Background: an optimization exercise with open tools, aiming at small area, a short achievable clock period and few clock cycles per item. Do not read the settings as production practice. In this exercise RTL edits were held to simulation tests only and were not proved equivalent to the original. Power and IR drop assume default switching activity.

==> flow/design.v <==
module ysyx_22040228divider (
    input        wire                                       clk               ,
    input        wire                                       rst               ,
    input        wire    [63:0]                             diviser           ,
    input        wire    [63:0]                             dividend          ,
    input        wire    [7 :0]                             inst_opcode       ,
    input        wire                                       div_ready         ,
    output       wire    [63:0]                             div_rem_data      ,
    output       wire                                       div_finish
);
localparam [2:0] S_IDLE = 3'd0,
                 S_PREP = 3'd1,
                 S_CHK  = 3'd2,
                 S_RUN  = 3'd3,
                 S_FIX1 = 3'd4,
                 S_FIX2 = 3'd5,
                 S_DONE = 3'd6;
reg     [2:0]    st       ;
reg              finish   ;
reg     [63:0]   R        ;    
reg     [71:0]   D        ;    
reg     [63:0]   Q        ;    
reg     [6:0]    t        ;    
reg              ci       ;    
reg              aln      ;    
reg              wrd      ;    
reg              rem      ;    
reg              aneg     ;    
reg              bneg     ;    
reg              nfin     ;    
wire op_div   = (inst_opcode == 8'b10000110  );
wire op_divw  = (inst_opcode == 8'b01010001 );
wire op_divuw = (inst_opcode == 8'b00100101);
wire op_rem   = (inst_opcode == 8'b11000001  );
wire op_remu  = (inst_opcode == 8'b10000101 );
wire op_remw  = (inst_opcode == 8'b00010011 );
wire op_remuw = (inst_opcode == 8'b01000011);
wire i_sgn  = op_div | op_divw | op_rem | op_remw ;
wire i_wrd  = op_divw | op_divuw | op_remw | op_remuw ;
wire i_rem  = op_rem | op_remu | op_remw | op_remuw ;
wire i_aneg = i_sgn & (i_wrd ? dividend[31] : dividend[63]) ;
wire i_bneg = i_sgn & (i_wrd ? diviser[31]  : diviser[63] ) ;
wire [63:0] a_mag = {(i_wrd ? 32'b0 : (dividend[63:32] ^ {32{i_aneg}})), dividend[31:0] ^ {32{i_aneg}}} ;
wire [63:0] b_mag = {(i_wrd ? 32'b0 : (diviser[63:32]  ^ {32{i_bneg}})), diviser[31:0]  ^ {32{i_bneg}}} ;
reg [63:0] H ;
reg [63:0] hl ;
integer k, l ;
always @(*) begin
    H = R ;
    for (l = 0; l < 6; l = l + 1) begin
        hl = H ;
        for (k = 0; k < 64; k = k + 1)
            if (((k >> l) & 1) == 0)
                H[k] = hl[k] | hl[(k | (1 << l)) & ~((1 << l) - 1)] ;
    end
end
wire d_hi   = |D[71:64] ;
wire len_ge = d_hi | (|(D[63:0] & ~{1'b0, H[63:1]})) ;    
wire len_g2 = (|D[71:65]) | (|(D[64:1] & ~H)) ;           
wire d_zero = ~(|D) & ~bneg ;                             
wire [63:0] sub_b = ~D[63:0] ;
reg  [63:0] ag, ap, cg, cp, cgl, cpl ;
integer m, n ;
always @(*) begin
    ag = R & sub_b ;
    ap = R ^ sub_b ;
    cg = ag ;
    cp = ap ;
    for (n = 0; n < 6; n = n + 1) begin
        cgl = cg ;
        cpl = cp ;
        for (m = 0; m < 64; m = m + 1)
            if (((m >> n) & 1) == 1) begin
                cg[m] = cgl[m] | (cpl[m] & cgl[((m >> n) << n) - 1]) ;
                cp[m] = cpl[m] & cpl[((m >> n) << n) - 1] ;
            end
    end
end
wire [64:0] cy  = {cg | (cp & {64{ci}}), ci} ;    
wire [64:0] sub = {cy[64], ap ^ cy[63:0]} ;
wire        ge  = sub[64] & ~d_hi ;
wire idle   = (st == S_IDLE) ;
wire prep   = (st == S_PREP) ;
wire quick  = d_zero ;
wire chk_q  = (st == S_CHK) & quick ;
wire run    = (st == S_RUN) | ((st == S_CHK) & ~quick) ;
wire shift8 = run & aln & H[0] & ~len_ge ;                  
wire skip2  = run & ~shift8 & (t != 7'd0) & len_g2 ;        
wire step1  = run & ~shift8 & ~skip2 ;
wire iter   = step1 | skip2 ;
wire last   = (skip2 & (t == 7'd1)) | (step1 & (t == 7'd0)) ;
wire fin    = chk_q | (iter & last) ;                       
wire q_zero = ~(|Q[62:0]) & ~ge ;                          
wire tofix  = chk_q ? (rem ? aneg : 1'b1) : (nfin & (rem | ~q_zero)) ;    
wire [63:0] q_next = (skip2 | chk_q) ? {Q[61:0], 1'b0, chk_q & d_zero} : {Q[62:0], ge} ;
wire        use_sub = prep | (st == S_FIX2) | (ge & step1 & ~(last & ~rem)) ;
wire [63:0] r_oth   = idle ? a_mag : ((st == S_FIX1) ? 64'b0 : ((fin & ~rem) ? q_next : R)) ;
always @(posedge clk) begin
    if (idle | prep)
        D <= {8'b0, b_mag | {64{idle & i_aneg}}} ;
    else if (st == S_FIX1)
        D <= {8'b0, R} ;
    else if (shift8)
        D <= {D[63:0], {8{bneg}}} ;
    else if (skip2)
        D <= {2'b0, D[71:2]} ;
    else
        D <= {1'b0, D[71:1]} ;
    Q <= iter ? q_next : 64'b0 ;
    if (idle)
        t <= 7'd0 ;
    else if (shift8)
        t <= t + 7'd8 ;
    else if (iter)
        t <= t - (skip2 ? 7'd2 : 7'd1) ;
    if (idle)
        ci <= i_aneg | ~i_bneg ;
    else if (prep)
        ci <= ~bneg ;
    else if (st == S_FIX1)
        ci <= 1'b1 ;
    if (idle) begin
        aln  <= 1'b1 ;
        wrd  <= i_wrd ;
        rem  <= i_rem ;
        aneg <= i_aneg ;
        bneg <= i_bneg ;
        nfin <= i_rem ? i_aneg : (i_aneg ^ i_bneg) ;
    end
    else if (iter)
        aln <= 1'b0 ;
    R <= use_sub ? sub[63:0] : r_oth ;
end
always @(posedge clk) begin
    if (rst == 1'b1) begin
        st     <= S_IDLE ;
        finish <= 1'b0 ;
    end
    else begin
        case (st)
            S_IDLE : begin
                finish <= 1'b0 ;
                if (div_ready)
                    st <= i_aneg ? S_PREP : S_CHK ;
            end
            S_PREP :
                st <= S_CHK ;
            S_FIX1 :
                st <= S_FIX2 ;
            S_FIX2 : begin
                st     <= S_DONE ;
                finish <= 1'b1 ;
            end
            S_DONE : begin
                st     <= S_IDLE ;
                finish <= 1'b0 ;
            end
            default : begin    
                if (fin) begin
                    st     <= tofix ? S_FIX1 : S_DONE ;
                    finish <= ~tofix ;
                end
                else
                    st <= S_RUN ;
            end
        endcase
    end
end
assign div_finish   = finish ;
assign div_rem_data = wrd ? {{32{R[31]}}, R[31:0]} : R ;
endmodule
module ysyx_22040228divunit (
    input        wire                                       clk               ,
    input        wire                                       rst               ,
    input        wire    [63:0]                             op1_i             ,
    input        wire    [63:0]                             op2_i             ,
    input        wire    [7 :0]                             inst_opcode_i     ,
    input        wire                                       div_ready         ,
    output       wire    [63:0]                             div_rem_data      ,
    output       wire                                       div_finish
);
ysyx_22040228divider divider2 (
    .clk              (clk            ) ,
    .rst              (rst            ) ,
    .dividend         (op1_i          ) ,
    .diviser          (op2_i          ) ,
    .inst_opcode      (inst_opcode_i  ) ,
    .div_ready        (div_ready      ) ,
    .div_rem_data     (div_rem_data   ) ,
    .div_finish       (div_finish     )
);
endmodule
make LEC_CHECK=0 CAP_MARGIN=20 CORE_MARGIN=2 CORE_UTILIZATION=40 PLACE_DENSITY=0.6 SETUP_SLACK_MARGIN=0.8 SLEW_MARGIN=20 finish   # period 5.5 ns
run.sh (not shown) runs the stock make flow with config.mk's settings and CLKGATE_MAP_FILE= SYNTH_SCRIPT=/design/flow/synth_recipe.tcl, a recipe that flattens the netlist after the stock synthesis.
Testbench counts at the start, summed over its fixed seeds: cycles 40,989, items 3,200.
Rerun with:
==> flow/flow/run.sh (new file) <==
#!/bin/bash
set -e
export BUFFER_PORTS_ARGS="-buffer_cell sky130_fd_sc_hd__buf_1"
cat standard.sh > standard_sh_copy.log
bash standard.sh > flow_standard.log 2>&1
==> flow/standard.sh (new file) <==
#!/bin/bash
# synth_recipe.tcl (not shown) runs the flow's synth.tcl, then flattens the netlist and writes it again
# the make line also repeats each setting of config.mk as NAME=value (left out here)
make -C /OpenROAD-flow-scripts/flow DESIGN_CONFIG=/design/flow/config.mk WORK_HOME=/design/flow/orfs CLKGATE_MAP_FILE= SYNTH_SCRIPT=/design/flow/synth_recipe.tcl "${@:-finish}"
- SETUP_SLACK_MARGIN: 0.8 -> 1.5
removed: flow/run.sh
Register-to-register slack improves by 0.41 ns.
Hold slack is better by 0.012 ns.
Routed wire length goes up by 8.9%.
Clock power came out lower by about 3%.
Total power is higher by 12%.
Via count came out higher by 4.9%.
Clock skew went up by 0.0033 ns.
Sequential power rose by about 1%.
Sequential cell count stays the same.
Cell count is higher by about 4%.
Rerun with:
==> flow/run.sh (new file) <==
#!/bin/bash
# synth_recipe.tcl (not shown) runs the flow's synth.tcl, then flattens the netlist and writes it again
# the make line also repeats each setting of config.mk as NAME=value (left out here)
make -C /OpenROAD-flow-scripts/flow DESIGN_CONFIG=/design/flow/config.mk WORK_HOME=/design/flow/orfs CLKGATE_MAP_FILE= SYNTH_SCRIPT=/design/flow/synth_recipe.tcl finish
removed: flow/flow/run.sh
removed: flow/standard.sh
Setup slack is worse by 0.010 ns. Wire length stays flat. Die area does not change. Cell count came out lower by 0.77%. Total power came out higher by 1.5%. Clock-buffer cell count came out higher by 5. Area after synthesis does not change. Maximum frequency is about the same.

* * *

job 101:
ysyx_22040228divunit, a different RTL version from the one above (not shown whole).
For scale: ~220 flip-flops, ~200 I/O pins.
export LEC_CHECK = 0
export CAP_MARGIN = 20
export CORE_MARGIN = 2
export CORE_UTILIZATION = 40
export CTS_BUF_LIST = sky130_fd_sc_hd__clkbuf_8 sky130_fd_sc_hd__clkbuf_16
export CTS_CLUSTER_DIAMETER = 60
export CTS_CLUSTER_SIZE = 30
export PLACE_DENSITY = 0.6
export SETUP_SLACK_MARGIN = 1.8
export SLEW_MARGIN = 20
export TNS_END_PERCENT = 5
create_clock -name core_clock -period 5.5 [get_ports {clk}]
standard.sh (not shown) runs the stock make flow with config.mk's settings and CLKGATE_MAP_FILE= SYNTH_SCRIPT=/design/flow/synth_recipe.tcl, a recipe that flattens the netlist after the stock synthesis.
==> flow/flow/run.sh <==
#!/bin/bash
# The standard layout (standard.sh), with one change: the buffers that
# the flow puts on every input and output port are the smallest buffer cell
# (sky130_fd_sc_hd__buf_1) rather than the one the resizer picks. The full
# output of the flow goes to flow_standard.log in the folder this runs in.
set -e
export BUFFER_PORTS_ARGS="-buffer_cell sky130_fd_sc_hd__buf_1"
bash standard.sh > flow_standard.log 2>&1
Testbench counts of job 101, summed over its fixed seeds: cycles 41,156, items 3,200.
Relative to job 101, the following input files were edited for job 102:
# job 101
export LEC_CHECK = 0
export CAP_MARGIN = 20
export CORE_MARGIN = 2
export CORE_UTILIZATION = 40
export CTS_BUF_LIST = sky130_fd_sc_hd__clkbuf_8 sky130_fd_sc_hd__clkbuf_16
export CTS_CLUSTER_DIAMETER = 60
export CTS_CLUSTER_SIZE = 30
export PLACE_DENSITY = 0.6
export SETUP_SLACK_MARGIN = 1.8
export SLEW_MARGIN = 20
export TNS_END_PERCENT = 5
create_clock -name core_clock -period 5.5 [get_ports {clk}]
# job 102
export LEC_CHECK = 0
export CAP_MARGIN = 20
export CORE_MARGIN = 2
export CORE_UTILIZATION = 40
export CTS_BUF_LIST = sky130_fd_sc_hd__clkbuf_8 sky130_fd_sc_hd__clkbuf_16
export CTS_CLUSTER_DIAMETER = 50
export CTS_CLUSTER_SIZE = 24
export PLACE_DENSITY = 0.6
export SETUP_SLACK_MARGIN = 1.8
export SLEW_MARGIN = 20
export TNS_END_PERCENT = 5
create_clock -name core_clock -period 5.5 [get_ports {clk}]
==> summary.txt <==
- Maximum frequency in job 102 is 2.0% lower than in job 101
- Job 102 closes out successfully: all stages finished, all timing, DRC and antenna checks passed.
- Job 101 → job 102: sequential share of layout area shrank by 0.17 points; wire length of the first global-routing pass went up; total non-filler cell area in the finished layout rose by 0.39%; switching share of power fell by 0.51 points; aggregate routed wire length lower.
Inputs modified between job 102 and job 103:
# job 102
export LEC_CHECK = 0
export CAP_MARGIN = 20
export CORE_MARGIN = 2
export CORE_UTILIZATION = 40
export CTS_BUF_LIST = sky130_fd_sc_hd__clkbuf_8 sky130_fd_sc_hd__clkbuf_16
export CTS_CLUSTER_DIAMETER = 50
export CTS_CLUSTER_SIZE = 24
export PLACE_DENSITY = 0.6
export SETUP_SLACK_MARGIN = 1.8
export SLEW_MARGIN = 20
export TNS_END_PERCENT = 5
create_clock -name core_clock -period 5.5 [get_ports {clk}]
# job 103
export LEC_CHECK = 0
export CAP_MARGIN = 20
export CORE_MARGIN = 2
export CORE_UTILIZATION = 40
export CTS_BUF_LIST = sky130_fd_sc_hd__clkbuf_8 sky130_fd_sc_hd__clkbuf_16
export CTS_CLUSTER_DIAMETER = 60
export CTS_CLUSTER_SIZE = 30
export PLACE_DENSITY = 0.6
export SETUP_SLACK_MARGIN = 2.0
export SLEW_MARGIN = 20
export TNS_END_PERCENT = 5
create_clock -name core_clock -period 5.5 [get_ports {clk}]
Findings:
Job 102 has a higher data arrival time of the critical path than job 103.
In summary, job 102 completed successfully, with a layout that passed the timing, design-rule and antenna checks.
Job 103: no failed stages, no open violations at the end
Wire length of the first global-routing pass was lower in the run labelled job 102.
When job 103 is set beside job 102, its post-layout worst setup margin turns out to be 0.17 ns larger.
Relative to job 102, clock share of power decreased by 2.5 points in job 103.
Delta (job 103 minus job 102): number of standard cells in the final layout excluding fillers increased 1.0%; fraction of standard cell area in multi-input logic now smaller.
Across both runs, non-clock buffer count was higher for job 103 than for job 102.
Switching part of the total delta (job 102 -> job 103): insignificant
[inputs] job 104 vs job 103
# job 103
export LEC_CHECK = 0
export CAP_MARGIN = 20
export CORE_MARGIN = 2
export CORE_UTILIZATION = 40
export CTS_BUF_LIST = sky130_fd_sc_hd__clkbuf_8 sky130_fd_sc_hd__clkbuf_16
export CTS_CLUSTER_DIAMETER = 60
export CTS_CLUSTER_SIZE = 30
export PLACE_DENSITY = 0.6
export SETUP_SLACK_MARGIN = 2.0
export SLEW_MARGIN = 20
export TNS_END_PERCENT = 5
create_clock -name core_clock -period 5.5 [get_ports {clk}]
# job 104
export LEC_CHECK = 0
export CAP_MARGIN = 20
export CORE_MARGIN = 2
export CORE_UTILIZATION = 40
export CTS_BUF_LIST = sky130_fd_sc_hd__clkbuf_8 sky130_fd_sc_hd__clkbuf_16
export CTS_CLUSTER_DIAMETER = 60
export CTS_CLUSTER_SIZE = 30
export PLACE_DENSITY = 0.6
export SETUP_SLACK_MARGIN = 1.9
export SLEW_MARGIN = 20
export TNS_END_PERCENT = 5
create_clock -name core_clock -period 5.5 [get_ports {clk}]
==> comparison <==
Relative to job 103, final area decreased by about 1.5% in job 104.
Taking job 103 as the reference, in job 104 portion of total power attributed to sequential cells grew by 0.9 points, relative slew slack shrank by 5.5 points, number of endpoints with negative hold slack in the final report held steady, longest individual stage delay on the worst path grew by 0.06 ns.
Job 104: global-route wire length before repair 0.82% below job 103
Sort job 103 and job 104 by fraction of area in registers, ascending, and job 103 comes first.
Diff job 103 -> job 104: non-filler instance count after layout decreased by 22 relative to the old numbers; core occupancy in the finished layout fell 0.72 points; switching power summed over all nets went down by 1.3%; worst-case hold slack barely changed.
Critical path endpoint: divider2.R[1]$_DFFE_PP_ -> job 104, divider2.R[35]$_DFFE_PP_ -> job 103
[inputs] job 105 vs job 104
# job 104
export LEC_CHECK = 0
export CAP_MARGIN = 20
export CORE_MARGIN = 2
export CORE_UTILIZATION = 40
export CTS_BUF_LIST = sky130_fd_sc_hd__clkbuf_8 sky130_fd_sc_hd__clkbuf_16
export CTS_CLUSTER_DIAMETER = 60
export CTS_CLUSTER_SIZE = 30
export PLACE_DENSITY = 0.6
export SETUP_SLACK_MARGIN = 1.9
export SLEW_MARGIN = 20
export TNS_END_PERCENT = 5
create_clock -name core_clock -period 5.5 [get_ports {clk}]
# job 105
export LEC_CHECK = 0
export CAP_MARGIN = 20
export CORE_MARGIN = 2
export CORE_UTILIZATION = 50
export CTS_BUF_LIST = sky130_fd_sc_hd__clkbuf_8 sky130_fd_sc_hd__clkbuf_16
export CTS_CLUSTER_DIAMETER = 60
export CTS_CLUSTER_SIZE = 30
export PLACE_DENSITY = 0.7
export SETUP_SLACK_MARGIN = 1.8
export SLEW_MARGIN = 20
export TNS_END_PERCENT = 5
create_clock -name core_clock -period 5.5 [get_ports {clk}]
Notes after the runs:
Looking only at clock power, and setting everything else aside, the higher value of job 104 and job 105 goes to job 104.
Going from job 104 to job 105, total power shrinks by 0.00038 W.
Minimum clock period after layout ends up lower on job 104.
Between job 104 and job 105, the flow reports count of clock-buffer cells in the layout decreasing by more than 10%.

==> re-timing with driven ports <==
The flow's constraints put no driver on any port. The routed layouts listed below were extracted and timed again, unchanged, in two steps. Step 1, drivers: a clkbuf_16 drives clk and a buf_2 each remaining input, both assumed. Step 2 also shifts input and output timing later by t, the mid clock arrival at the registers, as if the neighbouring blocks saw the same clock. a / b / c = ideal / step 1 / step 2; a / b = the first two.
run	t, ns	setup WS [ns]	clock arrival spread, ns	worst data-port slew with drivers (ns)
the first run of note 1	0.603	0.828 / 0.828 / 0.828	0.011 / 0.011	0.05
the second run of note 1	0.605	1.234 / 1.234 / 1.234	0.014 / 0.015	0.05
the third run of note 1	0.599	1.224 / 1.224 / 1.116	0.026 / 0.025	0.07
job 101	0.583	1.751 / 1.751 / 1.459	0.018 / 0.018	0.04
job 102	0.637	1.674 / 1.674 / 1.355	0.032 / 0.033	0.04
job 103	0.588	1.841 / 1.841 / 1.605	0.018 / 0.018	0.04
job 104	0.589	1.789 / 1.789 / 1.551	0.023 / 0.023	0.04
job 105	0.579	1.666 / 1.666 / 1.270	0.024 / 0.024	0.04
After both steps setup and hold are still met in every run listed. The setup slack of job 105, which loses most, moves by 0.000 ns with the drivers and by -0.396 ns with both steps.
